Background: an optimization exercise with open tools, aiming at small area, a short achievable clock period and few clock cycles. Do not read the settings as production practice. Where RTL was checked, it was by simulation tests only, not by an equivalence proof against the original.

## rev 12
==> module csa_fax, before the edit <==
module csa_fax (
    input  a,
    input  b,
    input  c,
    output s,
    output co
);
logic x;
csa_xor2 u_x (.a(a), .b(b), .y(x));
csa_xor2 u_s (.a(x), .b(c), .y(s));
csa_mux2 u_c (.s(x), .a(a), .b(c), .y(co));
endmodule
==> module csa_xor2, before the edit <==
module csa_xor2 (
    input  a,
    input  b,
    output y
);
assign y = a ^ b;
endmodule
==> module csa_mux2, before the edit <==
module csa_mux2 (
    input  s,
    input  a,
    input  b,
    output y
);
assign y = s ? b : a;
endmodule
clock: 7.0 ns
lec_check: 0
cap_margin: 20
core_margin: 2
core_utilization: 40
setup_slack_margin: 4.0
slew_margin: 20
synth_hierarchical: 1
run.sh (not shown) runs the stock make flow with config.mk's settings and CLKGATE_MAP_FILE= SYNTH_SCRIPT=/design/flow/synth_recipe.tcl, a recipe that flattens the netlist after the stock synthesis.
[inputs] rev 13 vs rev 12
--- a/flow/design.v
+++ b/flow/design.v
@@ -24,26 +24,11 @@
     output s,
     output co
 );
 logic x;
-csa_xor2 u_x (.a(a), .b(b), .y(x));
-csa_xor2 u_s (.a(x), .b(c), .y(s));
-csa_mux2 u_c (.s(x), .a(a), .b(c), .y(co));
-endmodule
-module csa_xor2 (
-    input  a,
-    input  b,
-    output y
-);
-assign y = a ^ b;
-endmodule
-module csa_mux2 (
-    input  s,
-    input  a,
-    input  b,
-    output y
-);
-assign y = s ? b : a;
+assign x  = a ^ b;
+assign s  = x ^ c;
+assign co = x ? c : a;
 endmodule
 module sparse_mac_top
 #(
     parameter int NUM_DECODERS = 2,
[summary]
Rev 12 has a higher final-layout non-clock buffer area share than rev 13.
Between rev 13 and rev 12, the met2 track demand over resource is lower for rev 13.
Rev 13 ends up with higher post-cts sizing count than rev 12 does.
Per the comparison of rev 13 with rev 12, diode insertion count for antenna repair decreased 3, sequential share of layout area rose 0.76 points, count of mapped cells out of synthesis dropped 175, detail-routed via count per cell rose 5.0%, largest net degree at the start of global routing now larger.
| overall routed net length | rev 13 vs rev 12 | worse |
Of rev 13 and rev 12, the lower post-route non-filler standard cell count belongs to rev 13.
Function was not checked in any run of this note: the RTL went through the layout flow alone.

sparse_mac_top, a different RTL version from the one above (not shown whole).
Size: roughly 1600 cells after synthesis, ~16000 sq um of cells after synthesis.
// sparse_mac_top
module sparse_mac_top
#(
    parameter int NUM_DECODERS = 2,
    parameter int VALUE_W = 16,
    parameter int INDEX_W = 16,
    parameter int DECODER_FIFO_DEPTH = 16,
    parameter int ACCUM_W = 32
)
(
    input mac_clk,
    input mac_rst,
    input [NUM_DECODERS-1:0] sram_valid_i,
    output [NUM_DECODERS-1:0] sram_ready_o,
    input [NUM_DECODERS*(1+VALUE_W+INDEX_W)-1:0] sram_data_i,
    output mac_valid_o,
    output [ACCUM_W-1:0] mac_data_o
);
localparam int DATA_W = 1 + VALUE_W + INDEX_W;
logic [INDEX_W-1:0] skip0, skip1;
logic [VALUE_W-1:0] val0, val1;
logic in_done0, in_done1;
assign {in_done0, val0, skip0} = sram_data_i[0 +: DATA_W];
assign {in_done1, val1, skip1} = sram_data_i[DATA_W +: DATA_W];
logic hv0, hv1;               
logic hd0, hd1;               
logic [VALUE_W-1:0] hval0;
logic [7:0] b_one, b_two, b_neg;    
logic b_top;                        
logic [INDEX_W:0] diff;       
logic [31:0] acc_s, acc_c;    
logic [31:0] res;             
logic mq;                     
logic fin, both, d_zero, d_neg, pop0, pop1, match, take0, take1;
assign fin    = (hv0 & hd0) | (hv1 & hd1);
assign both   = hv0 & hv1 & ~fin;
assign d_zero = (diff == '0);
assign d_neg  = diff[INDEX_W];
assign pop0   = both & ~d_neg;
assign pop1   = both & (d_neg | d_zero);
assign match  = both & d_zero;
assign sram_ready_o[0] = ~fin & (~hv0 | pop0);
assign sram_ready_o[1] = ~fin & (~hv1 | pop1);
assign take0 = sram_valid_i[0] & sram_ready_o[0];
  ...
Settings: LEC_CHECK=0, CAP_MARGIN=20, CORE_MARGIN=2, CORE_UTILIZATION=40, SETUP_SLACK_MARGIN=3.0, SLEW_MARGIN=20, SYNTH_HIERARCHICAL=1; clock period 7.0 ns.
The starting point finished with timing, DRC and antenna clean.
==> next run, changes <==
--- a/flow/design.v
+++ b/flow/design.v
@@ -9,34 +9,22 @@
 assign co = (a & b) | (a & c) | (b & c);
 endmodule
 module csa_ha (
     input  a,
     input  b,
     output s,
     output co
 );
 assign s  = a ^ b;
 assign co = a & b;
 endmodule
-module csa_fax (
-    input  a,
-    input  b,
-    input  c,
-    output s,
-    output co
-);
-logic x;
-assign x  = a ^ b;
-assign s  = x ^ c;
-assign co = x ? c : a;
-endmodule
 module sparse_mac_top
 #(
     parameter int NUM_DECODERS = 2,
     parameter int VALUE_W = 16,
     parameter int INDEX_W = 16,
     parameter int DECODER_FIFO_DEPTH = 16,
     parameter int ACCUM_W = 32
 )
 (
     input mac_clk,
     input mac_rst,
@@ -392,53 +380,50 @@
 assign tree_c[27] = mt_381;
 assign tree_s[28] = mt_384;
 assign tree_c[28] = mt_383;
 assign tree_s[29] = mt_386;
 assign tree_c[29] = mt_385;
 assign tree_s[30] = mt_388;
 assign tree_c[30] = mt_387;
 assign tree_s[31] = mt_390;
 assign tree_c[31] = mt_389;
 always_ff @(posedge mac_clk or negedge mac_rst) begin
     if (~mac_rst) begin
-        hval0 <= '0;
-        b_one <= '0;
-        b_two <= '0;
-        b_neg <= '0;
-        b_top <= 1'b0;
         hv0   <= 1'b0;
         hv1   <= 1'b0;
         diff  <= '0;
         acc_s <= '0;
         acc_c <= '0;
         mq    <= 1'b0;
     end else begin
         hv0 <= take0 | (hv0 & ~pop0);
         hv1 <= take1 | (hv1 & ~pop1);
         case ({take1, take0})
             2'b00: diff <= diff;
             2'b01: diff <= c01;
             2'b10: diff <= c10;
             2'b11: diff <= c11;
         endcase
         mq <= match;
-        if (take0) hval0 <= val0;
-        if (take1) begin
-            b_one <= e_one;
-            b_two <= e_two;
-            b_neg <= e_neg;
-            b_top <= val1[15];
-        end
         if (match) begin
             acc_s <= tree_s;
             acc_c <= tree_c;
         end
     end
 end
 always_ff @(posedge mac_clk) begin
     res <= acc_s + acc_c;
-    if (take0) hd0 <= in_done0;
-    if (take1) hd1 <= in_done1;
+    if (take0) begin
+        hval0 <= val0;
+        hd0   <= in_done0;
+    end
+    if (take1) begin
+        b_one <= e_one;
+        b_two <= e_two;
+        b_neg <= e_neg;
+        b_top <= val1[15];
+        hd1   <= in_done1;
+    end
 end
 assign mac_valid_o = fin & ~mq;
 assign mac_data_o  = res;
 endmodule
Count of clock-buffer cells in the layout goes up by 6.
Hold slack is worse by 0.029 ns.
First-iteration DRC count grows by 1.6%.
Routed wire length went down by 7.0%.
Setup slack improves by 0.067 ns.
Die area drops by 1.3%.
Final area fell by 4.5%.
Testbench counts after the change, summed over its fixed seeds: cycles 7,526.
For the first run of this note, only the layout was checked, not whether the RTL still works.

re-timing with driven ports:
The flow's constraints put no driver on any port. The routed layouts listed below were extracted and timed again, unchanged, in two steps.
Step 1 (the two cells are an assumption about what drives the block):
set clk [get_ports {mac_clk}]
set_driving_cell -lib_cell sky130_fd_sc_hd__clkbuf_16 $clk
set_driving_cell -lib_cell sky130_fd_sc_hd__buf_2 [delete_from_list [all_inputs] $clk]
Step 2 times the ports against the registers' clock, not the clock port: input delays grow and output delays shrink by t, the midpoint of the rising clock arrivals with the driver on.
Slacks: ideal ports / drivers / drivers and shift; pairs: ideal ports / drivers.
| run | t (ns) | setup WS [ns] | hold slack, ns | worst setup path at the end | cell pins on the clock port's net |
|---|---|---|---|---|---|
| rev 12 | 0.518 | 3.178 / 3.181 / 2.663 | 0.550 / 0.550 / 0.550 | input to register | 1 |
| rev 13 | 0.521 | 3.152 / 3.158 / 2.637 | 0.533 / 0.533 / 0.533 | input to register | 1 |
| the first run of note 2 | 0.499 | 3.025 / 3.025 / 2.596 | 0.525 / 0.525 / 0.525 | input to register | 1 |
| the second run of note 2 | 0.497 | 3.091 / 3.120 / 2.622 | 0.496 / 0.496 / 0.496 | input to register | 1 |
After both steps setup and hold are still met in every run listed.
